What follows belongs to an exercise in optimizing a design on an open flow for small area and a short achievable clock period; a production flow would make more cautious choices.
No functional check of the RTL was part of this run.
Power and IR drop assume default switching activity.

--- flow/run.sh ---
#!/bin/bash
# Standard layout, with a plain buffer (buf_2) on every input and output port,
# a clock tree of clkbuf_8 cells and no dummy clock loads.
set -euo pipefail
bash standard.sh "BUFFER_PORTS_ARGS=-buffer_cell sky130_fd_sc_hd__buf_2" \
  "CTS_ARGS=-sink_clustering_enable -repair_clock_nets -dont_use_dummy_load -buf_list sky130_fd_sc_hd__clkbuf_8" \
  finish > make_finish.log 2>&1
--- standard.sh ---
#!/bin/bash
# synth_recipe.tcl (not shown) runs the flow's synth.tcl, then flattens the netlist and writes it again
# the make line also repeats each setting of config.mk as NAME=value (left out here)
make -C /OpenROAD-flow-scripts/flow DESIGN_CONFIG=/design/flow/config.mk WORK_HOME=/design/flow/orfs CLKGATE_MAP_FILE= SYNTH_SCRIPT=/design/flow/synth_recipe.tcl "${@:-finish}"
--- config.mk ---
export PLATFORM = sky130hd
export DESIGN_NAME = fp_multiplier
export DESIGN_NICKNAME = fp_multiplier
export VERILOG_FILES = /design/flow/design.v
export SDC_FILE = /design/flow/constraint.sdc
export NUM_CORES = 4
export LEC_CHECK = 0
export CAP_MARGIN = 20
export CORE_MARGIN = 2
export CORE_UTILIZATION = 40
export SETUP_SLACK_MARGIN = 4.8
export SLEW_MARGIN = 20
export SYNTH_HIERARCHICAL = 1
--- constraint.sdc ---
create_clock -name core_clock -period 8.0 [get_ports {clk}]
set_input_delay 1.6000 -clock core_clock [delete_from_list [all_inputs] [get_ports {clk}]]
set_output_delay 1.6000 -clock core_clock [all_outputs]
set_load 0.01 [all_outputs]
--- design.v ---
module fp_multiplier (
    input         sign,
    input         clk,
    input         rst,
    input  [16:0] a,
    input  [16:0] b,
    output [17:0] out,
    output        overflow,
    output        underflow
);
  wire [17:0] xa = {sign & a[16], a};
  wire [17:0] yb = {sign & b[16], b};
  wire [19:0] x3;
  wire [5:0] neg_d, m1_d, m2_d, m3_d, m4_d;
  wire [18:0] ybz = {yb, 1'b0};
  genvar gi;
  generate for (gi = 0; gi < 6; gi = gi + 1) begin : benc
    wire y2 = ybz[3*gi+3], y1 = ybz[3*gi+2], y0 = ybz[3*gi+1], ym = ybz[3*gi];
    assign neg_d[gi] = y2 & ~(y1 & y0 & ym);
    assign m1_d[gi] = ~(y2 ^ y1) & (y0 ^ ym);
    assign m2_d[gi] = ~(y0 ^ ym) & (y1 ^ y0);
    assign m3_d[gi] = (y2 ^ y1) & (y0 ^ ym);
    assign m4_d[gi] = (y2 ^ y1) & ~(y1 ^ y0) & ~(y0 ^ ym);
  end endgenerate
  wire [7:0] r5sel = ({8{m1_d[5]}} & xa[7:0]) | ({8{m2_d[5]}} & {xa[6:0], 1'b0}) | ({8{m3_d[5]}} & x3[7:0]) | ({8{m4_d[5]}} & {xa[5:0], 2'b00});
  wire [8:0] r5sum = {1'b0, r5sel ^ {8{neg_d[5]}}} + neg_d[5];
  reg [17:0] xr;
  reg [19:0] tr;
  reg [5:0] negr, m1r, m2r, m3r, m4r;
  reg [8:0] r5r;
  reg s1;
  always @(posedge clk) begin
    xr <= xa; tr <= x3; negr <= neg_d; m1r <= m1_d; m2r <= m2_d; m3r <= m3_d; m4r <= m4_d;
    r5r <= r5sum; s1 <= sign;
  end
  wire xg172, xp173, xg174, xp175, xg176, xp177, xg178, xp179, xg180, xp181, xg182, xp183;
  wire xg184, xp185, xg186, xp187, xg188, xp189, xg190, xp191, xg192, xp193, xg194, xp195;
  wire xg196, xp197, xg198, xp199, xg200, xp201, xg202, xp203, xg204, xp205, xg206, xp207;
  wire xg208, xp209, xG210, xP211, xG212, xP213, xG214, xP215, xG216, xP217, xG218, xP219;
  wire xG220, xP221, xG222, xP223, xG224, xP225, xG226, xP227, xG228, xP229, xG230, xP231;
  wire xG232, xP233, xG234, xP235, xG236, xP237, xG238, xP239, xG240, xP241, xG242, xP243;
  wire xG244, xP245, xG246, xP247, xG248, xP249, xG250, xP251, xG252, xP253, xG254, xP255;
  wire xG256, xP257, xG258, xP259, xG260, xP261, xG262, xP263, xG264, xP265, xG266, xP267;
  wire xG268, xP269, xG270, xP271, xG272, xP273, xG274, xP275, xG276, xP277, xG278, xP279;
  wire xG280, xP281, xG282, xP283, pp284, pp285, pp286, pp287, pp288, pp289, pp290, pp291;
  wire pp292, pp293, pp294, pp295, pp296, pp297, pp298, pp299, pp300, pp301, pp302, pp303;
  wire pp304, pp305, pp306, pp307, pp308, pp309, pp310, pp311, pp312, pp313, pp314, pp315;
  wire pp316, pp317, pp318, pp319, pp320, pp321, pp322, pp323, pp324, pp325, pp326, pp327;
  wire pp328, pp329, pp330, pp331, pp332, pp333, pp334, pp335, pp336, pp337, pp338, pp339;
  wire pp340, pp341, pp342, pp343, pp344, pp345, pp346, pp347, pp348, pp349, pp350, pp351;
  wire pp352, pp353, pp354, pp355, pp356, pp357, pp358, pp359, pp360, pp361, pp362, pp363;
  wire pp364, pp365, pp366, pp367, pp368, pp369, pp370, pp371, pp372, pp373, pp374, pp375;
  wire pp376, pp377, pp378, pp379, pp380, pp381, pp382, pp383, pp384, pp385, pp386, pp387;
  wire pp388, pp389, pp390, pp391, pp392, pp393, pp394, pp395, s396, c397, s398, c399;
  wire s400, c401, s402, c403, s404, c405, s406, c407, s408, c409, s410, c411;
  wire s412, c413, s414, c415, s416, c417, s418, c419, s420, c421, s422, c423;
  wire s424, c425, s426, c427, s428, c429, s430, c431, s432, c433, s434, c435;
  wire s436, c437, s438, c439, s440, c441, s442, c443, s444, c445, s446, c447;
  wire s448, c449, s450, c451, s452, c453, s454, c455, s456, s457, s458, c459;
  wire s460, c461, s462, c463, s464, c465, s466, c467, s468, c469, s470, c471;
  wire s472, c473, s474, c475, s476, c477, s478, c479, s480, c481, s482, c483;
  wire s484, c485, s486, c487, s488, c489, s490, c491, s492, c493, s494, c495;
  wire s496, c497, s498, c499, s500, c501, s502, c503, s504, s505, s506, c507;
  wire s508, c509, s510, c511, s512, c513, s514, c515, s516, c517, s518, c519;
  wire s520, c521, s522, c523, s524, c525, s526, c527, s528, c529, s530, c531;
  wire s532, c533, s534, c535, s536, c537, s538, c539, s540, c541, s542, c543;
  wire s544, c545, s546, c547, s548, c549, s550, c551, s552, c553, s554, c555;
  wire s556, c557, s558, c559, s560, c561, s562, c563, s564, s565, lg566, lp567;
  wire lg568, lp569, lg570, lp571, lg572, lp573, lg574, lp575, lg576, lp577, lg578, lp579;
  wire lg580, lp581, lg582, lp583, lg584, lp585, lG586, lP587, lG588, lP589, lG590, lP591;
  wire lG592, lP593, lG594, lP595, lG596, lP597, lG598, lP599, lG600, lP601, lG602, lP603;
  wire lG604, lP605, lG606, lP607, lG608, lP609, lG610, lP611, lG612, lP613, lG614, lP615;
  wire hg616, hp617, hg618, hp619, hg620, hp621, hg622, hp623, hg624, hp625, hg626, hp627;
  wire hg628, hp629, hg630, hp631, hg632, hp633, hg634, hp635, hg636, hp637, hg638, hp639;
  wire hg640, hp641, hg642, hp643, hg644, hp645, hg646, hp647, hg648, hp649, hg650, hp651;
  wire hg652, hp653, hg654, hp655, hg656, hp657, hg658, hp659, hg660, hp661, hg662, hp663;
  wire hg664, hp665, hG666, hP667, hG668, hP669, hG670, hP671, hG672, hP673, hG674, hP675;
  wire hG676, hP677, hG678, hP679, hG680, hP681, hG682, hP683, hG684, hP685, hG686, hP687;
  wire hG688, hP689, hG690, hP691, hG692, hP693, hG694, hP695, hG696, hP697, hG698, hP699;
  wire hG700, hP701, hG702, hP703, hG704, hP705, hG706, hP707, hG708, hP709, hG710, hP711;
  wire hG712, hP713, hG714, hP715, hG716, hP717, hG718, hP719, hG720, hP721, hG722, hP723;
  wire hG724, hP725, hG726, hP727, hG728, hP729, hG730, hP731, hG732, hP733, hG734, hP735;
  wire hG736, hP737, hG738, hP739, hG740, hP741, hG742, hP743, hG744, hP745, hG746, hP747;
  wire hG748, hP749, hG750, hP751, hG752, hP753, hG754, hP755, hG756, hP757, hG758, hP759;
  wire hG760, hP761, hG762, hP763, hG764, hP765, hG766, hP767, hG768, hP769, hG770, hP771;
  wire hG772, hP773;
  assign xg172 = (xa[1] & xa[0]);
  assign xp173 = (xa[1] ^ xa[0]);
  assign xg174 = (xa[2] & xa[1]);
  assign xp175 = (xa[2] ^ xa[1]);
  assign xg176 = (xa[3] & xa[2]);
  assign xp177 = (xa[3] ^ xa[2]);
  assign xg178 = (xa[4] & xa[3]);
  assign xp179 = (xa[4] ^ xa[3]);
  assign xg180 = (xa[5] & xa[4]);
  assign xp181 = (xa[5] ^ xa[4]);
  assign xg182 = (xa[6] & xa[5]);
  assign xp183 = (xa[6] ^ xa[5]);
  assign xg184 = (xa[7] & xa[6]);
  assign xp185 = (xa[7] ^ xa[6]);
  assign xg186 = (xa[8] & xa[7]);
  assign xp187 = (xa[8] ^ xa[7]);
  assign xg188 = (xa[9] & xa[8]);
  assign xp189 = (xa[9] ^ xa[8]);
  assign xg190 = (xa[10] & xa[9]);
  assign xp191 = (xa[10] ^ xa[9]);
  assign xg192 = (xa[11] & xa[10]);
  assign xp193 = (xa[11] ^ xa[10]);
  assign xg194 = (xa[12] & xa[11]);
  assign xp195 = (xa[12] ^ xa[11]);
  assign xg196 = (xa[13] & xa[12]);
  assign xp197 = (xa[13] ^ xa[12]);
  assign xg198 = (xa[14] & xa[13]);
  assign xp199 = (xa[14] ^ xa[13]);
  assign xg200 = (xa[15] & xa[14]);
  assign xp201 = (xa[15] ^ xa[14]);
  assign xg202 = (xa[16] & xa[15]);
  assign xp203 = (xa[16] ^ xa[15]);
  assign xg204 = (xa[17] & xa[16]);
  assign xp205 = (xa[17] ^ xa[16]);
  assign xg206 = (xa[17] & xa[17]);
  assign xp207 = (xa[17] ^ xa[17]);
  assign xg208 = (xa[17] & xa[17]);
  assign xp209 = (xa[17] ^ xa[17]);
  assign xG210 = xg174 | (xp175 & xg172);
  assign xP211 = xp175 & xp173;
  assign xG212 = xg178 | (xp179 & xg176);
  assign xP213 = xp179 & xp177;
  assign xG214 = xg182 | (xp183 & xg180);
  assign xP215 = xp183 & xp181;
  assign xG216 = xg186 | (xp187 & xg184);
  assign xP217 = xp187 & xp185;
  assign xG218 = xg190 | (xp191 & xg188);
  assign xP219 = xp191 & xp189;
  assign xG220 = xg194 | (xp195 & xg192);
  assign xP221 = xp195 & xp193;
  assign xG222 = xg198 | (xp199 & xg196);
  assign xP223 = xp199 & xp197;
  assign xG224 = xg202 | (xp203 & xg200);
  assign xP225 = xp203 & xp201;
  assign xG226 = xg206 | (xp207 & xg204);
  assign xP227 = xp207 & xp205;
  assign xG228 = xg176 | (xp177 & xG210);
  assign xP229 = xp177 & xP211;
  assign xG230 = xG212 | (xP213 & xG210);
  assign xP231 = xP213 & xP211;
  assign xG232 = xg184 | (xp185 & xG214);
  assign xP233 = xp185 & xP215;
  assign xG234 = xG216 | (xP217 & xG214);
  assign xP235 = xP217 & xP215;
  assign xG236 = xg192 | (xp193 & xG218);
  assign xP237 = xp193 & xP219;
  assign xG238 = xG220 | (xP221 & xG218);
  assign xP239 = xP221 & xP219;
  assign xG240 = xg200 | (xp201 & xG222);
  assign xP241 = xp201 & xP223;
  assign xG242 = xG224 | (xP225 & xG222);
  assign xP243 = xP225 & xP223;
  assign xG244 = xg208 | (xp209 & xG226);
  assign xP245 = xp209 & xP227;
  assign xG246 = xg180 | (xp181 & xG230);
  assign xP247 = xp181 & xP231;
  assign xG248 = xG214 | (xP215 & xG230);
  assign xP249 = xP215 & xP231;
  assign xG250 = xG232 | (xP233 & xG230);
  assign xP251 = xP233 & xP231;
  assign xG252 = xG234 | (xP235 & xG230);
  assign xP253 = xP235 & xP231;
  assign xG254 = xg196 | (xp197 & xG238);
  assign xP255 = xp197 & xP239;
  assign xG256 = xG222 | (xP223 & xG238);
  assign xP257 = xP223 & xP239;
  assign xG258 = xG240 | (xP241 & xG238);
  assign xP259 = xP241 & xP239;
  assign xG260 = xG242 | (xP243 & xG238);
  assign xP261 = xP243 & xP239;
  assign xG262 = xg188 | (xp189 & xG252);
  assign xP263 = xp189 & xP253;
  assign xG264 = xG218 | (xP219 & xG252);
  assign xP265 = xP219 & xP253;
  assign xG266 = xG236 | (xP237 & xG252);
  assign xP267 = xP237 & xP253;
  assign xG268 = xG238 | (xP239 & xG252);
  assign xP269 = xP239 & xP253;
  assign xG270 = xG254 | (xP255 & xG252);
  assign xP271 = xP255 & xP253;
  assign xG272 = xG256 | (xP257 & xG252);
  assign xP273 = xP257 & xP253;
  assign xG274 = xG258 | (xP259 & xG252);
  assign xP275 = xP259 & xP253;
  assign xG276 = xG260 | (xP261 & xG252);
  assign xP277 = xP261 & xP253;
  assign xG278 = xg204 | (xp205 & xG276);
  assign xP279 = xp205 & xP277;
  assign xG280 = xG226 | (xP227 & xG276);
  assign xP281 = xP227 & xP277;
  assign xG282 = xG244 | (xP245 & xG276);
  assign xP283 = xP245 & xP277;
  assign x3 = {(xp209 ^ xG280), (xp207 ^ xG278), (xp205 ^ xG276), (xp203 ^ xG274), (xp201 ^ xG272), (xp199 ^ xG270), (xp197 ^ xG268), (xp195 ^ xG266), (xp193 ^ xG264), (xp191 ^ xG262), (xp189 ^ xG252), (xp187 ^ xG250), (xp185 ^ xG248), (xp183 ^ xG246), (xp181 ^ xG230), (xp179 ^ xG228), (xp177 ^ xG210), (xp175 ^ xg172), xp173, xa[0]};
  assign pp284 = ((m1r[0] & xr[0]) | (m3r[0] & tr[0])) ^ negr[0];
  assign pp285 = ((m1r[0] & xr[1]) | (m2r[0] & xr[0]) | (m3r[0] & tr[1])) ^ negr[0];
  assign pp286 = ((m1r[0] & xr[2]) | (m2r[0] & xr[1]) | (m3r[0] & tr[2]) | (m4r[0] & xr[0])) ^ negr[0];
  assign pp287 = ((m1r[0] & xr[3]) | (m2r[0] & xr[2]) | (m3r[0] & tr[3]) | (m4r[0] & xr[1])) ^ negr[0];
  assign pp288 = ((m1r[0] & xr[4]) | (m2r[0] & xr[3]) | (m3r[0] & tr[4]) | (m4r[0] & xr[2])) ^ negr[0];
  assign pp289 = ((m1r[0] & xr[5]) | (m2r[0] & xr[4]) | (m3r[0] & tr[5]) | (m4r[0] & xr[3])) ^ negr[0];
  assign pp290 = ((m1r[0] & xr[6]) | (m2r[0] & xr[5]) | (m3r[0] & tr[6]) | (m4r[0] & xr[4])) ^ negr[0];
  assign pp291 = ((m1r[0] & xr[7]) | (m2r[0] & xr[6]) | (m3r[0] & tr[7]) | (m4r[0] & xr[5])) ^ negr[0];
  assign pp292 = ((m1r[0] & xr[8]) | (m2r[0] & xr[7]) | (m3r[0] & tr[8]) | (m4r[0] & xr[6])) ^ negr[0];
  assign pp293 = ((m1r[0] & xr[9]) | (m2r[0] & xr[8]) | (m3r[0] & tr[9]) | (m4r[0] & xr[7])) ^ negr[0];
  assign pp294 = ((m1r[0] & xr[10]) | (m2r[0] & xr[9]) | (m3r[0] & tr[10]) | (m4r[0] & xr[8])) ^ negr[0];
  assign pp295 = ((m1r[0] & xr[11]) | (m2r[0] & xr[10]) | (m3r[0] & tr[11]) | (m4r[0] & xr[9])) ^ negr[0];
  assign pp296 = ((m1r[0] & xr[12]) | (m2r[0] & xr[11]) | (m3r[0] & tr[12]) | (m4r[0] & xr[10])) ^ negr[0];
  assign pp297 = ((m1r[0] & xr[13]) | (m2r[0] & xr[12]) | (m3r[0] & tr[13]) | (m4r[0] & xr[11])) ^ negr[0];
  assign pp298 = ((m1r[0] & xr[14]) | (m2r[0] & xr[13]) | (m3r[0] & tr[14]) | (m4r[0] & xr[12])) ^ negr[0];
  assign pp299 = ((m1r[0] & xr[15]) | (m2r[0] & xr[14]) | (m3r[0] & tr[15]) | (m4r[0] & xr[13])) ^ negr[0];
  assign pp300 = ((m1r[0] & xr[16]) | (m2r[0] & xr[15]) | (m3r[0] & tr[16]) | (m4r[0] & xr[14])) ^ negr[0];
  assign pp301 = ((m1r[0] & xr[17]) | (m2r[0] & xr[16]) | (m3r[0] & tr[17]) | (m4r[0] & xr[15])) ^ negr[0];
  assign pp302 = ((m1r[0] & xr[17]) | (m2r[0] & xr[17]) | (m3r[0] & tr[18]) | (m4r[0] & xr[16])) ^ negr[0];
  assign pp303 = ((m1r[0] & xr[17]) | (m2r[0] & xr[17]) | (m3r[0] & tr[19]) | (m4r[0] & xr[17])) ^ negr[0];
  assign pp304 = ~pp303;
  assign pp305 = ((m1r[1] & xr[0]) | (m3r[1] & tr[0])) ^ negr[1];
  assign pp306 = ((m1r[1] & xr[1]) | (m2r[1] & xr[0]) | (m3r[1] & tr[1])) ^ negr[1];
  assign pp307 = ((m1r[1] & xr[2]) | (m2r[1] & xr[1]) | (m3r[1] & tr[2]) | (m4r[1] & xr[0])) ^ negr[1];
  assign pp308 = ((m1r[1] & xr[3]) | (m2r[1] & xr[2]) | (m3r[1] & tr[3]) | (m4r[1] & xr[1])) ^ negr[1];
  assign pp309 = ((m1r[1] & xr[4]) | (m2r[1] & xr[3]) | (m3r[1] & tr[4]) | (m4r[1] & xr[2])) ^ negr[1];
  assign pp310 = ((m1r[1] & xr[5]) | (m2r[1] & xr[4]) | (m3r[1] & tr[5]) | (m4r[1] & xr[3])) ^ negr[1];
  assign pp311 = ((m1r[1] & xr[6]) | (m2r[1] & xr[5]) | (m3r[1] & tr[6]) | (m4r[1] & xr[4])) ^ negr[1];
  assign pp312 = ((m1r[1] & xr[7]) | (m2r[1] & xr[6]) | (m3r[1] & tr[7]) | (m4r[1] & xr[5])) ^ negr[1];
  assign pp313 = ((m1r[1] & xr[8]) | (m2r[1] & xr[7]) | (m3r[1] & tr[8]) | (m4r[1] & xr[6])) ^ negr[1];
  assign pp314 = ((m1r[1] & xr[9]) | (m2r[1] & xr[8]) | (m3r[1] & tr[9]) | (m4r[1] & xr[7])) ^ negr[1];
  assign pp315 = ((m1r[1] & xr[10]) | (m2r[1] & xr[9]) | (m3r[1] & tr[10]) | (m4r[1] & xr[8])) ^ negr[1];
  assign pp316 = ((m1r[1] & xr[11]) | (m2r[1] & xr[10]) | (m3r[1] & tr[11]) | (m4r[1] & xr[9])) ^ negr[1];
  assign pp317 = ((m1r[1] & xr[12]) | (m2r[1] & xr[11]) | (m3r[1] & tr[12]) | (m4r[1] & xr[10])) ^ negr[1];
  assign pp318 = ((m1r[1] & xr[13]) | (m2r[1] & xr[12]) | (m3r[1] & tr[13]) | (m4r[1] & xr[11])) ^ negr[1];
  assign pp319 = ((m1r[1] & xr[14]) | (m2r[1] & xr[13]) | (m3r[1] & tr[14]) | (m4r[1] & xr[12])) ^ negr[1];
  assign pp320 = ((m1r[1] & xr[15]) | (m2r[1] & xr[14]) | (m3r[1] & tr[15]) | (m4r[1] & xr[13])) ^ negr[1];
  assign pp321 = ((m1r[1] & xr[16]) | (m2r[1] & xr[15]) | (m3r[1] & tr[16]) | (m4r[1] & xr[14])) ^ negr[1];
  assign pp322 = ((m1r[1] & xr[17]) | (m2r[1] & xr[16]) | (m3r[1] & tr[17]) | (m4r[1] & xr[15])) ^ negr[1];
  assign pp323 = ((m1r[1] & xr[17]) | (m2r[1] & xr[17]) | (m3r[1] & tr[18]) | (m4r[1] & xr[16])) ^ negr[1];
  assign pp324 = ~(((m1r[1] & xr[17]) | (m2r[1] & xr[17]) | (m3r[1] & tr[19]) | (m4r[1] & xr[17])) ^ negr[1]);
  assign pp325 = ((m1r[2] & xr[0]) | (m3r[2] & tr[0])) ^ negr[2];
  assign pp326 = ((m1r[2] & xr[1]) | (m2r[2] & xr[0]) | (m3r[2] & tr[1])) ^ negr[2];
  assign pp327 = ((m1r[2] & xr[2]) | (m2r[2] & xr[1]) | (m3r[2] & tr[2]) | (m4r[2] & xr[0])) ^ negr[2];
  assign pp328 = ((m1r[2] & xr[3]) | (m2r[2] & xr[2]) | (m3r[2] & tr[3]) | (m4r[2] & xr[1])) ^ negr[2];
  assign pp329 = ((m1r[2] & xr[4]) | (m2r[2] & xr[3]) | (m3r[2] & tr[4]) | (m4r[2] & xr[2])) ^ negr[2];
  assign pp330 = ((m1r[2] & xr[5]) | (m2r[2] & xr[4]) | (m3r[2] & tr[5]) | (m4r[2] & xr[3])) ^ negr[2];
  assign pp331 = ((m1r[2] & xr[6]) | (m2r[2] & xr[5]) | (m3r[2] & tr[6]) | (m4r[2] & xr[4])) ^ negr[2];
  assign pp332 = ((m1r[2] & xr[7]) | (m2r[2] & xr[6]) | (m3r[2] & tr[7]) | (m4r[2] & xr[5])) ^ negr[2];
  assign pp333 = ((m1r[2] & xr[8]) | (m2r[2] & xr[7]) | (m3r[2] & tr[8]) | (m4r[2] & xr[6])) ^ negr[2];
  assign pp334 = ((m1r[2] & xr[9]) | (m2r[2] & xr[8]) | (m3r[2] & tr[9]) | (m4r[2] & xr[7])) ^ negr[2];
  assign pp335 = ((m1r[2] & xr[10]) | (m2r[2] & xr[9]) | (m3r[2] & tr[10]) | (m4r[2] & xr[8])) ^ negr[2];
  assign pp336 = ((m1r[2] & xr[11]) | (m2r[2] & xr[10]) | (m3r[2] & tr[11]) | (m4r[2] & xr[9])) ^ negr[2];
  assign pp337 = ((m1r[2] & xr[12]) | (m2r[2] & xr[11]) | (m3r[2] & tr[12]) | (m4r[2] & xr[10])) ^ negr[2];
  assign pp338 = ((m1r[2] & xr[13]) | (m2r[2] & xr[12]) | (m3r[2] & tr[13]) | (m4r[2] & xr[11])) ^ negr[2];
  assign pp339 = ((m1r[2] & xr[14]) | (m2r[2] & xr[13]) | (m3r[2] & tr[14]) | (m4r[2] & xr[12])) ^ negr[2];
  assign pp340 = ((m1r[2] & xr[15]) | (m2r[2] & xr[14]) | (m3r[2] & tr[15]) | (m4r[2] & xr[13])) ^ negr[2];
  assign pp341 = ((m1r[2] & xr[16]) | (m2r[2] & xr[15]) | (m3r[2] & tr[16]) | (m4r[2] & xr[14])) ^ negr[2];
  assign pp342 = ((m1r[2] & xr[17]) | (m2r[2] & xr[16]) | (m3r[2] & tr[17]) | (m4r[2] & xr[15])) ^ negr[2];
  assign pp343 = ((m1r[2] & xr[17]) | (m2r[2] & xr[17]) | (m3r[2] & tr[18]) | (m4r[2] & xr[16])) ^ negr[2];
  assign pp344 = ~(((m1r[2] & xr[17]) | (m2r[2] & xr[17]) | (m3r[2] & tr[19]) | (m4r[2] & xr[17])) ^ negr[2]);
  assign pp345 = ((m1r[3] & xr[0]) | (m3r[3] & tr[0])) ^ negr[3];
  assign pp346 = ((m1r[3] & xr[1]) | (m2r[3] & xr[0]) | (m3r[3] & tr[1])) ^ negr[3];
  assign pp347 = ((m1r[3] & xr[2]) | (m2r[3] & xr[1]) | (m3r[3] & tr[2]) | (m4r[3] & xr[0])) ^ negr[3];
  assign pp348 = ((m1r[3] & xr[3]) | (m2r[3] & xr[2]) | (m3r[3] & tr[3]) | (m4r[3] & xr[1])) ^ negr[3];
  assign pp349 = ((m1r[3] & xr[4]) | (m2r[3] & xr[3]) | (m3r[3] & tr[4]) | (m4r[3] & xr[2])) ^ negr[3];
  assign pp350 = ((m1r[3] & xr[5]) | (m2r[3] & xr[4]) | (m3r[3] & tr[5]) | (m4r[3] & xr[3])) ^ negr[3];
  assign pp351 = ((m1r[3] & xr[6]) | (m2r[3] & xr[5]) | (m3r[3] & tr[6]) | (m4r[3] & xr[4])) ^ negr[3];
  assign pp352 = ((m1r[3] & xr[7]) | (m2r[3] & xr[6]) | (m3r[3] & tr[7]) | (m4r[3] & xr[5])) ^ negr[3];
  assign pp353 = ((m1r[3] & xr[8]) | (m2r[3] & xr[7]) | (m3r[3] & tr[8]) | (m4r[3] & xr[6])) ^ negr[3];
  assign pp354 = ((m1r[3] & xr[9]) | (m2r[3] & xr[8]) | (m3r[3] & tr[9]) | (m4r[3] & xr[7])) ^ negr[3];
  assign pp355 = ((m1r[3] & xr[10]) | (m2r[3] & xr[9]) | (m3r[3] & tr[10]) | (m4r[3] & xr[8])) ^ negr[3];
  assign pp356 = ((m1r[3] & xr[11]) | (m2r[3] & xr[10]) | (m3r[3] & tr[11]) | (m4r[3] & xr[9])) ^ negr[3];
  assign pp357 = ((m1r[3] & xr[12]) | (m2r[3] & xr[11]) | (m3r[3] & tr[12]) | (m4r[3] & xr[10])) ^ negr[3];
  assign pp358 = ((m1r[3] & xr[13]) | (m2r[3] & xr[12]) | (m3r[3] & tr[13]) | (m4r[3] & xr[11])) ^ negr[3];
  assign pp359 = ((m1r[3] & xr[14]) | (m2r[3] & xr[13]) | (m3r[3] & tr[14]) | (m4r[3] & xr[12])) ^ negr[3];
  assign pp360 = ((m1r[3] & xr[15]) | (m2r[3] & xr[14]) | (m3r[3] & tr[15]) | (m4r[3] & xr[13])) ^ negr[3];
  assign pp361 = ((m1r[3] & xr[16]) | (m2r[3] & xr[15]) | (m3r[3] & tr[16]) | (m4r[3] & xr[14])) ^ negr[3];
  assign pp362 = ((m1r[3] & xr[17]) | (m2r[3] & xr[16]) | (m3r[3] & tr[17]) | (m4r[3] & xr[15])) ^ negr[3];
  assign pp363 = ((m1r[3] & xr[17]) | (m2r[3] & xr[17]) | (m3r[3] & tr[18]) | (m4r[3] & xr[16])) ^ negr[3];
  assign pp364 = ~(((m1r[3] & xr[17]) | (m2r[3] & xr[17]) | (m3r[3] & tr[19]) | (m4r[3] & xr[17])) ^ negr[3]);
  assign pp365 = ((m1r[4] & xr[0]) | (m3r[4] & tr[0])) ^ negr[4];
  assign pp366 = ((m1r[4] & xr[1]) | (m2r[4] & xr[0]) | (m3r[4] & tr[1])) ^ negr[4];
  assign pp367 = ((m1r[4] & xr[2]) | (m2r[4] & xr[1]) | (m3r[4] & tr[2]) | (m4r[4] & xr[0])) ^ negr[4];
  assign pp368 = ((m1r[4] & xr[3]) | (m2r[4] & xr[2]) | (m3r[4] & tr[3]) | (m4r[4] & xr[1])) ^ negr[4];
  assign pp369 = ((m1r[4] & xr[4]) | (m2r[4] & xr[3]) | (m3r[4] & tr[4]) | (m4r[4] & xr[2])) ^ negr[4];
  assign pp370 = ((m1r[4] & xr[5]) | (m2r[4] & xr[4]) | (m3r[4] & tr[5]) | (m4r[4] & xr[3])) ^ negr[4];
  assign pp371 = ((m1r[4] & xr[6]) | (m2r[4] & xr[5]) | (m3r[4] & tr[6]) | (m4r[4] & xr[4])) ^ negr[4];
  assign pp372 = ((m1r[4] & xr[7]) | (m2r[4] & xr[6]) | (m3r[4] & tr[7]) | (m4r[4] & xr[5])) ^ negr[4];
  assign pp373 = ((m1r[4] & xr[8]) | (m2r[4] & xr[7]) | (m3r[4] & tr[8]) | (m4r[4] & xr[6])) ^ negr[4];
  assign pp374 = ((m1r[4] & xr[9]) | (m2r[4] & xr[8]) | (m3r[4] & tr[9]) | (m4r[4] & xr[7])) ^ negr[4];
  assign pp375 = ((m1r[4] & xr[10]) | (m2r[4] & xr[9]) | (m3r[4] & tr[10]) | (m4r[4] & xr[8])) ^ negr[4];
  assign pp376 = ((m1r[4] & xr[11]) | (m2r[4] & xr[10]) | (m3r[4] & tr[11]) | (m4r[4] & xr[9])) ^ negr[4];
  assign pp377 = ((m1r[4] & xr[12]) | (m2r[4] & xr[11]) | (m3r[4] & tr[12]) | (m4r[4] & xr[10])) ^ negr[4];
  assign pp378 = ((m1r[4] & xr[13]) | (m2r[4] & xr[12]) | (m3r[4] & tr[13]) | (m4r[4] & xr[11])) ^ negr[4];
  assign pp379 = ((m1r[4] & xr[14]) | (m2r[4] & xr[13]) | (m3r[4] & tr[14]) | (m4r[4] & xr[12])) ^ negr[4];
  assign pp380 = ((m1r[4] & xr[15]) | (m2r[4] & xr[14]) | (m3r[4] & tr[15]) | (m4r[4] & xr[13])) ^ negr[4];
  assign pp381 = ((m1r[4] & xr[16]) | (m2r[4] & xr[15]) | (m3r[4] & tr[16]) | (m4r[4] & xr[14])) ^ negr[4];
  assign pp382 = ((m1r[4] & xr[17]) | (m2r[4] & xr[16]) | (m3r[4] & tr[17]) | (m4r[4] & xr[15])) ^ negr[4];
  assign pp383 = ((m1r[4] & xr[17]) | (m2r[4] & xr[17]) | (m3r[4] & tr[18]) | (m4r[4] & xr[16])) ^ negr[4];
  assign pp384 = ~(((m1r[4] & xr[17]) | (m2r[4] & xr[17]) | (m3r[4] & tr[19]) | (m4r[4] & xr[17])) ^ negr[4]);
  assign pp385 = ((m1r[5] & xr[8]) | (m2r[5] & xr[7]) | (m3r[5] & tr[8]) | (m4r[5] & xr[6])) ^ negr[5];
  assign pp386 = ((m1r[5] & xr[9]) | (m2r[5] & xr[8]) | (m3r[5] & tr[9]) | (m4r[5] & xr[7])) ^ negr[5];
  assign pp387 = ((m1r[5] & xr[10]) | (m2r[5] & xr[9]) | (m3r[5] & tr[10]) | (m4r[5] & xr[8])) ^ negr[5];
  assign pp388 = ((m1r[5] & xr[11]) | (m2r[5] & xr[10]) | (m3r[5] & tr[11]) | (m4r[5] & xr[9])) ^ negr[5];
  assign pp389 = ((m1r[5] & xr[12]) | (m2r[5] & xr[11]) | (m3r[5] & tr[12]) | (m4r[5] & xr[10])) ^ negr[5];
  assign pp390 = ((m1r[5] & xr[13]) | (m2r[5] & xr[12]) | (m3r[5] & tr[13]) | (m4r[5] & xr[11])) ^ negr[5];
  assign pp391 = ((m1r[5] & xr[14]) | (m2r[5] & xr[13]) | (m3r[5] & tr[14]) | (m4r[5] & xr[12])) ^ negr[5];
  assign pp392 = ((m1r[5] & xr[15]) | (m2r[5] & xr[14]) | (m3r[5] & tr[15]) | (m4r[5] & xr[13])) ^ negr[5];
  assign pp393 = ((m1r[5] & xr[16]) | (m2r[5] & xr[15]) | (m3r[5] & tr[16]) | (m4r[5] & xr[14])) ^ negr[5];
  assign pp394 = ((m1r[5] & xr[17]) | (m2r[5] & xr[16]) | (m3r[5] & tr[17]) | (m4r[5] & xr[15])) ^ negr[5];
  assign pp395 = ((m1r[5] & xr[17]) | (m2r[5] & xr[17]) | (m3r[5] & tr[18]) | (m4r[5] & xr[16])) ^ negr[5];
  fp_ha u_s396 (.a(negr[3]), .b(pp293), .s(s396), .co(c397));
  fp_ha u_s398 (.a(pp294), .b(pp312), .s(s398), .co(c399));
  fp_ha u_s400 (.a(pp295), .b(pp313), .s(s400), .co(c401));
  fp_fa u_s402 (.a(negr[4]), .b(pp296), .c(pp314), .s(s402), .co(c403));
  fp_ha u_s404 (.a(pp331), .b(pp348), .s(s404), .co(c405));
  fp_fa u_s406 (.a(pp297), .b(pp315), .c(pp332), .s(s406), .co(c407));
  fp_ha u_s408 (.a(pp349), .b(pp366), .s(s408), .co(c409));
  fp_fa u_s410 (.a(pp298), .b(pp316), .c(pp333), .s(s410), .co(c411));
  fp_ha u_s412 (.a(pp350), .b(pp367), .s(s412), .co(c413));
  fp_fa u_s414 (.a(r5r[0]), .b(pp299), .c(pp317), .s(s414), .co(c415));
  fp_fa u_s416 (.a(pp334), .b(pp351), .c(pp368), .s(s416), .co(c417));
  fp_fa u_s418 (.a(r5r[1]), .b(pp300), .c(pp318), .s(s418), .co(c419));
  fp_fa u_s420 (.a(pp335), .b(pp352), .c(pp369), .s(s420), .co(c421));
  fp_fa u_s422 (.a(r5r[2]), .b(pp301), .c(pp319), .s(s422), .co(c423));
  fp_fa u_s424 (.a(pp336), .b(pp353), .c(pp370), .s(s424), .co(c425));
  fp_fa u_s426 (.a(r5r[3]), .b(pp302), .c(pp320), .s(s426), .co(c427));
  fp_fa u_s428 (.a(pp337), .b(pp354), .c(pp371), .s(s428), .co(c429));
  fp_fa u_s430 (.a(r5r[4]), .b(pp303), .c(pp321), .s(s430), .co(c431));
  fp_fa u_s432 (.a(pp338), .b(pp355), .c(pp372), .s(s432), .co(c433));
  fp_fa u_s434 (.a(r5r[5]), .b(pp303), .c(pp322), .s(s434), .co(c435));
  fp_fa u_s436 (.a(pp339), .b(pp356), .c(pp373), .s(s436), .co(c437));
  fp_fa u_s438 (.a(r5r[6]), .b(pp303), .c(pp323), .s(s438), .co(c439));
  fp_fa u_s440 (.a(pp340), .b(pp357), .c(pp374), .s(s440), .co(c441));
  fp_fa u_s442 (.a(r5r[7]), .b(pp324), .c(pp341), .s(s442), .co(c443));
  fp_fa u_s444 (.a(pp358), .b(pp375), .c(pp304), .s(s444), .co(c445));
  assign s446 = ~(r5r[8] ^ pp342);
  assign c447 = r5r[8] | pp342;
  fp_fa u_s448 (.a(pp359), .b(pp376), .c(pp385), .s(s448), .co(c449));
  assign s450 = ~(pp343 ^ pp360);
  assign c451 = pp343 | pp360;
  fp_ha u_s452 (.a(pp377), .b(pp386), .s(s452), .co(c453));
  fp_fa u_s454 (.a(pp344), .b(pp361), .c(pp378), .s(s454), .co(c455));
  assign s456 = ~pp362;
  assign s457 = ~pp363;
  fp_ha u_s458 (.a(negr[2]), .b(pp290), .s(s458), .co(c459));
  fp_ha u_s460 (.a(pp291), .b(pp309), .s(s460), .co(c461));
  fp_ha u_s462 (.a(pp292), .b(pp310), .s(s462), .co(c463));
  fp_fa u_s464 (.a(pp311), .b(pp328), .c(pp345), .s(s464), .co(c465));
  fp_fa u_s466 (.a(pp329), .b(pp346), .c(c397), .s(s466), .co(c467));
  fp_fa u_s468 (.a(pp330), .b(pp347), .c(c399), .s(s468), .co(c469));
  fp_fa u_s470 (.a(pp365), .b(c401), .c(s404), .s(s470), .co(c471));
  fp_fa u_s472 (.a(c405), .b(s408), .c(c403), .s(s472), .co(c473));
  fp_fa u_s474 (.a(c409), .b(s412), .c(c407), .s(s474), .co(c475));
  fp_fa u_s476 (.a(c413), .b(c411), .c(s414), .s(s476), .co(c477));
  fp_fa u_s478 (.a(c415), .b(c417), .c(s418), .s(s478), .co(c479));
  fp_fa u_s480 (.a(c419), .b(c421), .c(s422), .s(s480), .co(c481));
  fp_fa u_s482 (.a(c423), .b(c425), .c(s426), .s(s482), .co(c483));
  fp_fa u_s484 (.a(c427), .b(c429), .c(s430), .s(s484), .co(c485));
  fp_fa u_s486 (.a(c431), .b(c433), .c(s434), .s(s486), .co(c487));
  fp_fa u_s488 (.a(c435), .b(c437), .c(s438), .s(s488), .co(c489));
  fp_fa u_s490 (.a(c439), .b(c441), .c(s442), .s(s490), .co(c491));
  fp_fa u_s492 (.a(s446), .b(c443), .c(c445), .s(s492), .co(c493));
  fp_fa u_s494 (.a(c447), .b(s450), .c(s452), .s(s494), .co(c495));
  fp_fa u_s496 (.a(pp387), .b(c451), .c(c453), .s(s496), .co(c497));
  fp_fa u_s498 (.a(pp379), .b(pp388), .c(s456), .s(s498), .co(c499));
  fp_fa u_s500 (.a(pp362), .b(pp380), .c(pp389), .s(s500), .co(c501));
  fp_fa u_s502 (.a(pp363), .b(pp364), .c(pp381), .s(s502), .co(c503));
  assign s504 = ~pp382;
  assign s505 = ~pp383;
  fp_ha u_s506 (.a(negr[1]), .b(pp287), .s(s506), .co(c507));
  fp_ha u_s508 (.a(pp288), .b(pp306), .s(s508), .co(c509));
  fp_ha u_s510 (.a(pp289), .b(pp307), .s(s510), .co(c511));
  fp_fa u_s512 (.a(pp308), .b(pp325), .c(s458), .s(s512), .co(c513));
  fp_fa u_s514 (.a(pp326), .b(c459), .c(s460), .s(s514), .co(c515));
  fp_fa u_s516 (.a(pp327), .b(c461), .c(s462), .s(s516), .co(c517));
  fp_fa u_s518 (.a(c463), .b(s396), .c(s464), .s(s518), .co(c519));
  fp_fa u_s520 (.a(s398), .b(c465), .c(s466), .s(s520), .co(c521));
  fp_fa u_s522 (.a(s400), .b(c467), .c(s468), .s(s522), .co(c523));
  fp_fa u_s524 (.a(s402), .b(c469), .c(s470), .s(s524), .co(c525));
  fp_fa u_s526 (.a(s406), .b(c471), .c(s472), .s(s526), .co(c527));
  fp_fa u_s528 (.a(s410), .b(c473), .c(s474), .s(s528), .co(c529));
  fp_fa u_s530 (.a(s416), .b(c475), .c(s476), .s(s530), .co(c531));
  fp_fa u_s532 (.a(s420), .b(c477), .c(s478), .s(s532), .co(c533));
  fp_fa u_s534 (.a(s424), .b(c479), .c(s480), .s(s534), .co(c535));
  fp_fa u_s536 (.a(s428), .b(c481), .c(s482), .s(s536), .co(c537));
  fp_fa u_s538 (.a(s432), .b(c483), .c(s484), .s(s538), .co(c539));
  fp_fa u_s540 (.a(s436), .b(c485), .c(s486), .s(s540), .co(c541));
  fp_fa u_s542 (.a(s440), .b(c487), .c(s488), .s(s542), .co(c543));
  fp_fa u_s544 (.a(s444), .b(c489), .c(s490), .s(s544), .co(c545));
  fp_fa u_s546 (.a(s448), .b(c491), .c(s492), .s(s546), .co(c547));
  fp_fa u_s548 (.a(c449), .b(s494), .c(c493), .s(s548), .co(c549));
  fp_fa u_s550 (.a(s454), .b(c495), .c(s496), .s(s550), .co(c551));
  fp_fa u_s552 (.a(c455), .b(s498), .c(c497), .s(s552), .co(c553));
  fp_fa u_s554 (.a(s457), .b(c499), .c(s500), .s(s554), .co(c555));
  fp_fa u_s556 (.a(pp390), .b(c501), .c(s502), .s(s556), .co(c557));
  fp_fa u_s558 (.a(pp391), .b(s504), .c(c503), .s(s558), .co(c559));
  fp_fa u_s560 (.a(pp382), .b(pp392), .c(s505), .s(s560), .co(c561));
  fp_fa u_s562 (.a(pp383), .b(pp384), .c(pp393), .s(s562), .co(c563));
  assign s564 = ~pp394;
  assign s565 = ~pp395;
  assign lg566 = (negr[0] & pp284);
  assign lp567 = (negr[0] ^ pp284);
  assign lg568 = (pp285 & 1'b0);
  assign lp569 = (pp285 ^ 1'b0);
  assign lg570 = (pp286 & 1'b0);
  assign lp571 = (pp286 ^ 1'b0);
  assign lg572 = (s506 & pp305);
  assign lp573 = (s506 ^ pp305);
  assign lg574 = (c507 & s508);
  assign lp575 = (c507 ^ s508);
  assign lg576 = (c509 & s510);
  assign lp577 = (c509 ^ s510);
  assign lg578 = (c511 & s512);
  assign lp579 = (c511 ^ s512);
  assign lg580 = (c513 & s514);
  assign lp581 = (c513 ^ s514);
  assign lg582 = (c515 & s516);
  assign lp583 = (c515 ^ s516);
  assign lg584 = (c517 & s518);
  assign lp585 = (c517 ^ s518);
  assign lG586 = lg568 | (lp569 & lg566);
  assign lP587 = lp569 & lp567;
  assign lG588 = lg572 | (lp573 & lg570);
  assign lP589 = lp573 & lp571;
  assign lG590 = lg576 | (lp577 & lg574);
  assign lP591 = lp577 & lp575;
  assign lG592 = lg580 | (lp581 & lg578);
  assign lP593 = lp581 & lp579;
  assign lG594 = lg584 | (lp585 & lg582);
  assign lP595 = lp585 & lp583;
  assign lG596 = lg570 | (lp571 & lG586);
  assign lP597 = lp571 & lP587;
  assign lG598 = lG588 | (lP589 & lG586);
  assign lP599 = lP589 & lP587;
  assign lG600 = lg578 | (lp579 & lG590);
  assign lP601 = lp579 & lP591;
  assign lG602 = lG592 | (lP593 & lG590);
  assign lP603 = lP593 & lP591;
  assign lG604 = lg574 | (lp575 & lG598);
  assign lP605 = lp575 & lP599;
  assign lG606 = lG590 | (lP591 & lG598);
  assign lP607 = lP591 & lP599;
  assign lG608 = lG600 | (lP601 & lG598);
  assign lP609 = lP601 & lP599;
  assign lG610 = lG602 | (lP603 & lG598);
  assign lP611 = lP603 & lP599;
  assign lG612 = lg582 | (lp583 & lG610);
  assign lP613 = lp583 & lP611;
  assign lG614 = lG594 | (lP595 & lG610);
  assign lP615 = lP595 & lP611;
  wire ck_w = lG614;
  wire [9:0] lzt = {((c517 ^ s518) ~^ (c515 | s516)), ((c515 ^ s516) ~^ (c513 | s514)), ((c513 ^ s514) ~^ (c511 | s512)), ((c511 ^ s512) ~^ (c509 | s510)), ((c509 ^ s510) ~^ (c507 | s508)), ((c507 ^ s508) ~^ (s506 | pp305)), ((s506 ^ pp305) ~^ (pp286 | 1'b0)), ((pp286 ^ 1'b0) ~^ (pp285 | 1'b0)), ((pp285 ^ 1'b0) ~^ (negr[0] | pp284)), ~(negr[0] ^ pp284)};
  wire [9:0] lot = {(c517 ^ s518), (c515 ^ s516), (c513 ^ s514), (c511 ^ s512), (c509 ^ s510), (c507 ^ s508), (s506 ^ pp305), (pp286 ^ 1'b0), (pp285 ^ 1'b0), (negr[0] ^ pp284)};
  wire [23:0] ha_w = {pp394, c563, c561, c559, c557, c555, c553, c551, c549, c547, c545, c543, c541, c539, c537, c535, c533, c531, c529, c527, c525, c523, c521, c519};
  wire [23:0] hb_w = {s565, s564, s562, s560, s558, s556, s554, s552, s550, s548, s546, s544, s542, s540, s538, s536, s534, s532, s530, s528, s526, s524, s522, s520};
  reg [23:0] ra;
  reg [23:0] rb;
  reg lor, land, ck, s2, rst_d;
  always @(posedge clk) begin
    ra <= ha_w; rb <= hb_w; s2 <= s1; rst_d <= rst;
    lor <= ~&lzt; land <= &lot; ck <= ck_w;
  end
  assign hg616 = (ck & ck);
  assign hp617 = (ck ^ ck);
  assign hg618 = (ra[0] & rb[0]);
  assign hp619 = (ra[0] ^ rb[0]);
  assign hg620 = (ra[1] & rb[1]);
  assign hp621 = (ra[1] ^ rb[1]);
  assign hg622 = (ra[2] & rb[2]);
  assign hp623 = (ra[2] ^ rb[2]);
  assign hg624 = (ra[3] & rb[3]);
  assign hp625 = (ra[3] ^ rb[3]);
  assign hg626 = (ra[4] & rb[4]);
  assign hp627 = (ra[4] ^ rb[4]);
  assign hg628 = (ra[5] & rb[5]);
  assign hp629 = (ra[5] ^ rb[5]);
  assign hg630 = (ra[6] & rb[6]);
  assign hp631 = (ra[6] ^ rb[6]);
  assign hg632 = (ra[7] & rb[7]);
  assign hp633 = (ra[7] ^ rb[7]);
  assign hg634 = (ra[8] & rb[8]);
  assign hp635 = (ra[8] ^ rb[8]);
  assign hg636 = (ra[9] & rb[9]);
  assign hp637 = (ra[9] ^ rb[9]);
  assign hg638 = (ra[10] & rb[10]);
  assign hp639 = (ra[10] ^ rb[10]);
  assign hg640 = (ra[11] & rb[11]);
  assign hp641 = (ra[11] ^ rb[11]);
  assign hg642 = (ra[12] & rb[12]);
  assign hp643 = (ra[12] ^ rb[12]);
  assign hg644 = (ra[13] & rb[13]);
  assign hp645 = (ra[13] ^ rb[13]);
  assign hg646 = (ra[14] & rb[14]);
  assign hp647 = (ra[14] ^ rb[14]);
  assign hg648 = (ra[15] & rb[15]);
  assign hp649 = (ra[15] ^ rb[15]);
  assign hg650 = (ra[16] & rb[16]);
  assign hp651 = (ra[16] ^ rb[16]);
  assign hg652 = (ra[17] & rb[17]);
  assign hp653 = (ra[17] ^ rb[17]);
  assign hg654 = (ra[18] & rb[18]);
  assign hp655 = (ra[18] ^ rb[18]);
  assign hg656 = (ra[19] & rb[19]);
  assign hp657 = (ra[19] ^ rb[19]);
  assign hg658 = (ra[20] & rb[20]);
  assign hp659 = (ra[20] ^ rb[20]);
  assign hg660 = (ra[21] & rb[21]);
  assign hp661 = (ra[21] ^ rb[21]);
  assign hg662 = (ra[22] & rb[22]);
  assign hp663 = (ra[22] ^ rb[22]);
  assign hg664 = (ra[23] & rb[23]);
  assign hp665 = (ra[23] ^ rb[23]);
  assign hG666 = hg618 | (hp619 & hg616);
  assign hP667 = hp619 & hp617;
  assign hG668 = hg622 | (hp623 & hg620);
  assign hP669 = hp623 & hp621;
  assign hG670 = hg626 | (hp627 & hg624);
  assign hP671 = hp627 & hp625;
  assign hG672 = hg630 | (hp631 & hg628);
  assign hP673 = hp631 & hp629;
  assign hG674 = hg634 | (hp635 & hg632);
  assign hP675 = hp635 & hp633;
  assign hG676 = hg638 | (hp639 & hg636);
  assign hP677 = hp639 & hp637;
  assign hG678 = hg642 | (hp643 & hg640);
  assign hP679 = hp643 & hp641;
  assign hG680 = hg646 | (hp647 & hg644);
  assign hP681 = hp647 & hp645;
  assign hG682 = hg650 | (hp651 & hg648);
  assign hP683 = hp651 & hp649;
  assign hG684 = hg654 | (hp655 & hg652);
  assign hP685 = hp655 & hp653;
  assign hG686 = hg658 | (hp659 & hg656);
  assign hP687 = hp659 & hp657;
  assign hG688 = hg662 | (hp663 & hg660);
  assign hP689 = hp663 & hp661;
  assign hG690 = hg620 | (hp621 & hG666);
  assign hP691 = hp621 & hP667;
  assign hG692 = hG668 | (hP669 & hG666);
  assign hP693 = hP669 & hP667;
  assign hG694 = hg628 | (hp629 & hG670);
  assign hP695 = hp629 & hP671;
  assign hG696 = hG672 | (hP673 & hG670);
  assign hP697 = hP673 & hP671;
  assign hG698 = hg636 | (hp637 & hG674);
  assign hP699 = hp637 & hP675;
  assign hG700 = hG676 | (hP677 & hG674);
  assign hP701 = hP677 & hP675;
  assign hG702 = hg644 | (hp645 & hG678);
  assign hP703 = hp645 & hP679;
  assign hG704 = hG680 | (hP681 & hG678);
  assign hP705 = hP681 & hP679;
  assign hG706 = hg652 | (hp653 & hG682);
  assign hP707 = hp653 & hP683;
  assign hG708 = hG684 | (hP685 & hG682);
  assign hP709 = hP685 & hP683;
  assign hG710 = hg660 | (hp661 & hG686);
  assign hP711 = hp661 & hP687;
  assign hG712 = hG688 | (hP689 & hG686);
  assign hP713 = hP689 & hP687;
  assign hG714 = hg624 | (hp625 & hG692);
  assign hP715 = hp625 & hP693;
  assign hG716 = hG670 | (hP671 & hG692);
  assign hP717 = hP671 & hP693;
  assign hG718 = hG694 | (hP695 & hG692);
  assign hP719 = hP695 & hP693;
  assign hG720 = hG696 | (hP697 & hG692);
  assign hP721 = hP697 & hP693;
  assign hG722 = hg640 | (hp641 & hG700);
  assign hP723 = hp641 & hP701;
  assign hG724 = hG678 | (hP679 & hG700);
  assign hP725 = hP679 & hP701;
  assign hG726 = hG702 | (hP703 & hG700);
  assign hP727 = hP703 & hP701;
  assign hG728 = hG704 | (hP705 & hG700);
  assign hP729 = hP705 & hP701;
  assign hG730 = hg656 | (hp657 & hG708);
  assign hP731 = hp657 & hP709;
  assign hG732 = hG686 | (hP687 & hG708);
  assign hP733 = hP687 & hP709;
  assign hG734 = hG710 | (hP711 & hG708);
  assign hP735 = hP711 & hP709;
  assign hG736 = hG712 | (hP713 & hG708);
  assign hP737 = hP713 & hP709;
  assign hG738 = hg632 | (hp633 & hG720);
  assign hP739 = hp633 & hP721;
  assign hG740 = hG674 | (hP675 & hG720);
  assign hP741 = hP675 & hP721;
  assign hG742 = hG698 | (hP699 & hG720);
  assign hP743 = hP699 & hP721;
  assign hG744 = hG700 | (hP701 & hG720);
  assign hP745 = hP701 & hP721;
  assign hG746 = hG722 | (hP723 & hG720);
  assign hP747 = hP723 & hP721;
  assign hG748 = hG724 | (hP725 & hG720);
  assign hP749 = hP725 & hP721;
  assign hG750 = hG726 | (hP727 & hG720);
  assign hP751 = hP727 & hP721;
  assign hG752 = hG728 | (hP729 & hG720);
  assign hP753 = hP729 & hP721;
  assign hG754 = hg664 | (hp665 & hG736);
  assign hP755 = hp665 & hP737;
  assign hG756 = hg648 | (hp649 & hG752);
  assign hP757 = hp649 & hP753;
  assign hG758 = hG682 | (hP683 & hG752);
  assign hP759 = hP683 & hP753;
  assign hG760 = hG706 | (hP707 & hG752);
  assign hP761 = hP707 & hP753;
  assign hG762 = hG708 | (hP709 & hG752);
  assign hP763 = hP709 & hP753;
  assign hG764 = hG730 | (hP731 & hG752);
  assign hP765 = hP731 & hP753;
  assign hG766 = hG732 | (hP733 & hG752);
  assign hP767 = hP733 & hP753;
  assign hG768 = hG734 | (hP735 & hG752);
  assign hP769 = hP735 & hP753;
  assign hG770 = hG736 | (hP737 & hG752);
  assign hP771 = hP737 & hP753;
  assign hG772 = hG754 | (hP755 & hG752);
  assign hP773 = hP755 & hP753;
  wire [33:10] ph = {(hp665 ^ hG770), (hp663 ^ hG768), (hp661 ^ hG766), (hp659 ^ hG764), (hp657 ^ hG762), (hp655 ^ hG760), (hp653 ^ hG758), (hp651 ^ hG756), (hp649 ^ hG752), (hp647 ^ hG750), (hp645 ^ hG748), (hp643 ^ hG746), (hp641 ^ hG744), (hp639 ^ hG742), (hp637 ^ hG740), (hp635 ^ hG738), (hp633 ^ hG720), (hp631 ^ hG718), (hp629 ^ hG716), (hp627 ^ hG714), (hp625 ^ hG692), (hp623 ^ hG690), (hp621 ^ hG666), (hp619 ^ hg616)};
  wire neg = s2 & ph[33];
  wire ovf_w = neg ? ~&ph[33:25] : |ph[33:24];
  wire unf_w = neg ? ~(&ph[15:10] & land) : (|ph[15:10] | lor);
  wire clr = rst | rst_d;
  reg [17:0] out_r;
  reg overflow_r, underflow_r;
  always @(posedge clk) begin
    out_r       <= clr ? 18'd0 : ph[31:14];
    overflow_r  <= clr ? 1'b0 : ovf_w;
    underflow_r <= clr ? 1'b0 : unf_w;
  end
  assign overflow = overflow_r;
  assign underflow = underflow_r;
  assign out = out_r;
endmodule
module fp_fa (input a, input b, input c, output s, output co);
  assign s = a ^ b ^ c;
  assign co = (a & b) | (c & (a ^ b));
endmodule
module fp_ha (input a, input b, output s, output co);
  assign s = a ^ b;
  assign co = a & b;
endmodule
==> notes.md <==
* Status: timing/DRC/antenna clean
* Flops & latches, synth at 149
* RD Place Congestion at 0.8979
* RSZ-0062 raised after global routing: true
* Clock power frac at 11.2%
* Max Transition Viols Final at 0
* Final Cycle Share at 45.04%
* Period minus WS final at 3603 ps
* Met3 wire len at 1.625 mm
* EDFF count, synth at 0
* Final Hold Fails at 0
* Dpl hpwl at 19.68 mm
* Clk Tree Root Cell: clkbuf_8
* CTS H-tree lvls at 4
* Slew headroom at 46.69%
* Drt drc at 0
* Fin area at 11710 um^2
* Drt wl/cell at 18.29 um
* Core area at 26130 um^2
* Synth warn at 7
* FP Rows at 59
* DR top layer: met4
* Cell Pwr Density at 323.6 nW/um^2
* DRT iter0 DRCs at 762
* Synth unique cells at 59
* Largest net degree at the start of global routing at 22
* Crit path DAT at 3950 ps
* PortBufs at 56
* Buf/Inv on CP at 2
* Global Route Usage Sum at 18.53%
* Layout area overhead at 9.975%
* CTS sink cnt at 149
* Post-synth ARST share at 0%
* DP Area at 11050 um^2
* Top cells by count, synth: 149 x dfxtp_1, 130 x xnor2_1, 87 x a221oi_1, 87 x a22o_1, 78 x ha_1
* Grt total ovfl at 0
* Starting density of the core at 40.75%
* Fmax at 277.5 MHz
* ANT nets after route at 0
* Fillers at 2571
* Met2 routed WL at 11.14 mm
* DRT Pass-1 Iters at 16
* Final TNS setup at 0 ps
* Reg area at 3024 um^2
* Net Count, Synth at 1254
* Leakage at 0.004656 uW
* Cell area after synthesis at 10650 um^2
* Antenna Cells at 0
* Routed vias/inst at 5.729
* Max-Cap Viols at 0
* Synthesized instance count at 1063
* Final Net Count at 1263
* Top area cells in the synthesized netlist: dfxtp_1 28%, fa_1 14%, xnor2_1 11%
* Critical path class: in2reg
* HP Class: reg2reg
* Clock latency (worst-skew pair) at 460 ps
* Final Skew at 34.65 ps
* Clock transition at path regs at 90 ps
* Cts hold-fix bufs at 0
* Chip width at 167.2 um
* Worst EP required at 8350 ps
* DIE HEIGHT at 167.2 um
* Most Frequent Cell on Critical Path: o21ai_2
* Peak VDD IR at 0.1160 mV
* Sw frac at 41.93%
* Num ports at 57
* CP top delay family: compound AO/OA/AOI/OAI gates
* Initial antenna violation count at 0
* Worst Tran Pin Value at 798.6 ps
* Most numerous cell in the Yosys netlist: dfxtp_1
* Crit-path slowest cell: o41a_1
* Int Power at 2201 uW
* Worst path cell trace: buf_8 > ha_4 > inv_2 > fa_2 > nor2b_2 > o21ai_2 > a21boi_2 > o41a_1 > o211a_1 > o21ai_2 > a21oi_2 > a41oi_2 > nand2b_1 > ha_2 > or2_4
* Clock tree buffer depth at 2
* Largest area contributor in the netlist: dfxtp_1
* DR vias at 8049
* Switch Pwr at 1589 uW
* Combinational share of power at 58.3%
* Final setup viols at 0
* Footprint of the multi-input gates at 7367 um^2
* Die ar. at 27940 um^2
* CP endpoint kind: flip-flop
* Post-synth top area share at 28.01%
* Seq pwr share at 30.5%
* CTS tree: done
* Vias in the first global route at 7921
* Crit path max fanout at 3
* Main synth FF type: dfxtp_1
* Post-Syn Area per Cell at 10.02 um^2
* Wl on met1 at 12.36 mm
* Layout cells sized above 1 at 16.54%
* First-pass GRT wire length at 42.15 mm
* Critical path startpoint category: primary input
* Layout Utilization at 44.81%
* Cts bufs inserted at 17
* Wirelength, routed at 25.70 mm
* CP max stage delay at 390 ps
* Sequential area share after synthesis at 28.01%
area by class of cell:
cell class                 instances  share of cell area (%)
tap                              335                   3.579
sequential                       149                   25.82
timing repair buffer              83                   4.316
inverter                          43                   1.378
clock buffer                      17                   1.998
multi-input combinational        778                   62.91
cell families after synthesis:
family,count (synthesis),synth area share (%)
adder cells (fa/ha/maj),154,23.45
AND/OR/NAND/NOR,163,7.720
XOR/XNOR,167,13.74
flip-flops,149,28.01
buffers and inverters,136,4.935
AO/OA/AOI/OAI,294,22.15
modules after synthesis (local to each module, per instance):
module	copies in the design	area [um^2]
fp_multiplier	1	9145
fp_fa	67	20.02
fp_ha	13	12.51
final timing paths:
path / from / depth (start not counted) / end / slack (ps)
worst min register to register: s1 / 0 / s2 / 370
worst max register to register: ck / 11 / overflow_r / 4900
worst max-delay path: a[1] / 15 / tr[18] / 4400
worst min-delay path: s1 / 0 / s2 / 370
power by group through the flow:
stage	clock, uW	sequential, uW	combinational [uW]
after floorplan	0	1060	1700
after global placement	0	1170	2050
after detailed placement	0	1170	2080
after CTS	439	1150	2140
after global routing	470	1180	2530
final	425	1160	2210
layout by cell type, fill, tap and decap left out, drive strengths merged, types with 5 or more instances in the layout:
cell type,n
nand3,13
nor2b,8
a22o,87
dfxtp,149
a21oi,25
a21boi,5
a221oi,87
and2,14
nand4,6
o41ai,6
nor3,15
a22oi,15
fa,76
ha,78
inv,43
clkbuf,17
xor2,37
nand2b,6
nand2,33
nor3b,6
xnor2,130
buf,83
a222oi,5
o21a,10
nor2,42
o21ai,29
or2,5
registers in the layout, indices dropped and copies added, names as in the netlist, 6 cells and up:
signal  count
tr         19
m3r         6
ra         24
m1r         6
xr         17
m2r         6
negr        6
rb         24
m4r         6
out_r      18
r5r         9
metrics by stage:
stage | std cells | setup WS [ps] | total power (uW) | hold WS (ps)
4_1_cts | 1391 | 4379 | 3727 | 371.1
3_5_place_dp | 1366 | 3686 | 3251 | 348.3
2_1_floorplan | 1063 | 4119 | 2759 | 309.6
3_3_place_gp | 1366 | 3715 | 3222 | 352.1
6_report | 1405 | 4397 | 3790 | 371.0
5_1_grt | 1405 | 4324 | 4181 | 381.6
timing repair:
item | in CTS | in global routing
pin swaps | 20 | 30
endpoints found under the setup margin | 18 | 28
resized for setup | 38 | 35
setup buffers | 8 | 14
per-layer routing:
metal  global-route usage, %  vias to the layer above
li1                        -                     3844
met1                   26.31                     3844
met2                   28.22                      314
met3                   3.616                       47
met4                   6.465                        0
met5                       0                        -

## re-timing with driven ports
No port has a modelled driver above. Below, the same layout with a new extraction and two added sets of constraints. Step 1 (the two cells are an assumption about what drives the block):
set clk [get_ports {clk}]
set_driving_cell -lib_cell sky130_fd_sc_hd__clkbuf_16 $clk
set_driving_cell -lib_cell sky130_fd_sc_hd__buf_2 [delete_from_list [all_inputs] $clk]
Step 2 moves the port delays by t, midway between the first and last clock arrival at a register: inputs arrive t later, outputs are due t later. That takes back most of the time a late clock gives input paths. Slacks: no drivers / after step 1 / after step 2; pairs: no drivers / after step 1.
t (ns): 0.483
setup slack, ns: 4.397 / 4.399 / 3.917
pins driven straight from the clock port: 1
After both steps this run still meets setup and hold. The setup slack of this run moves by +0.002 ns with the drivers and by -0.480 ns with both steps.
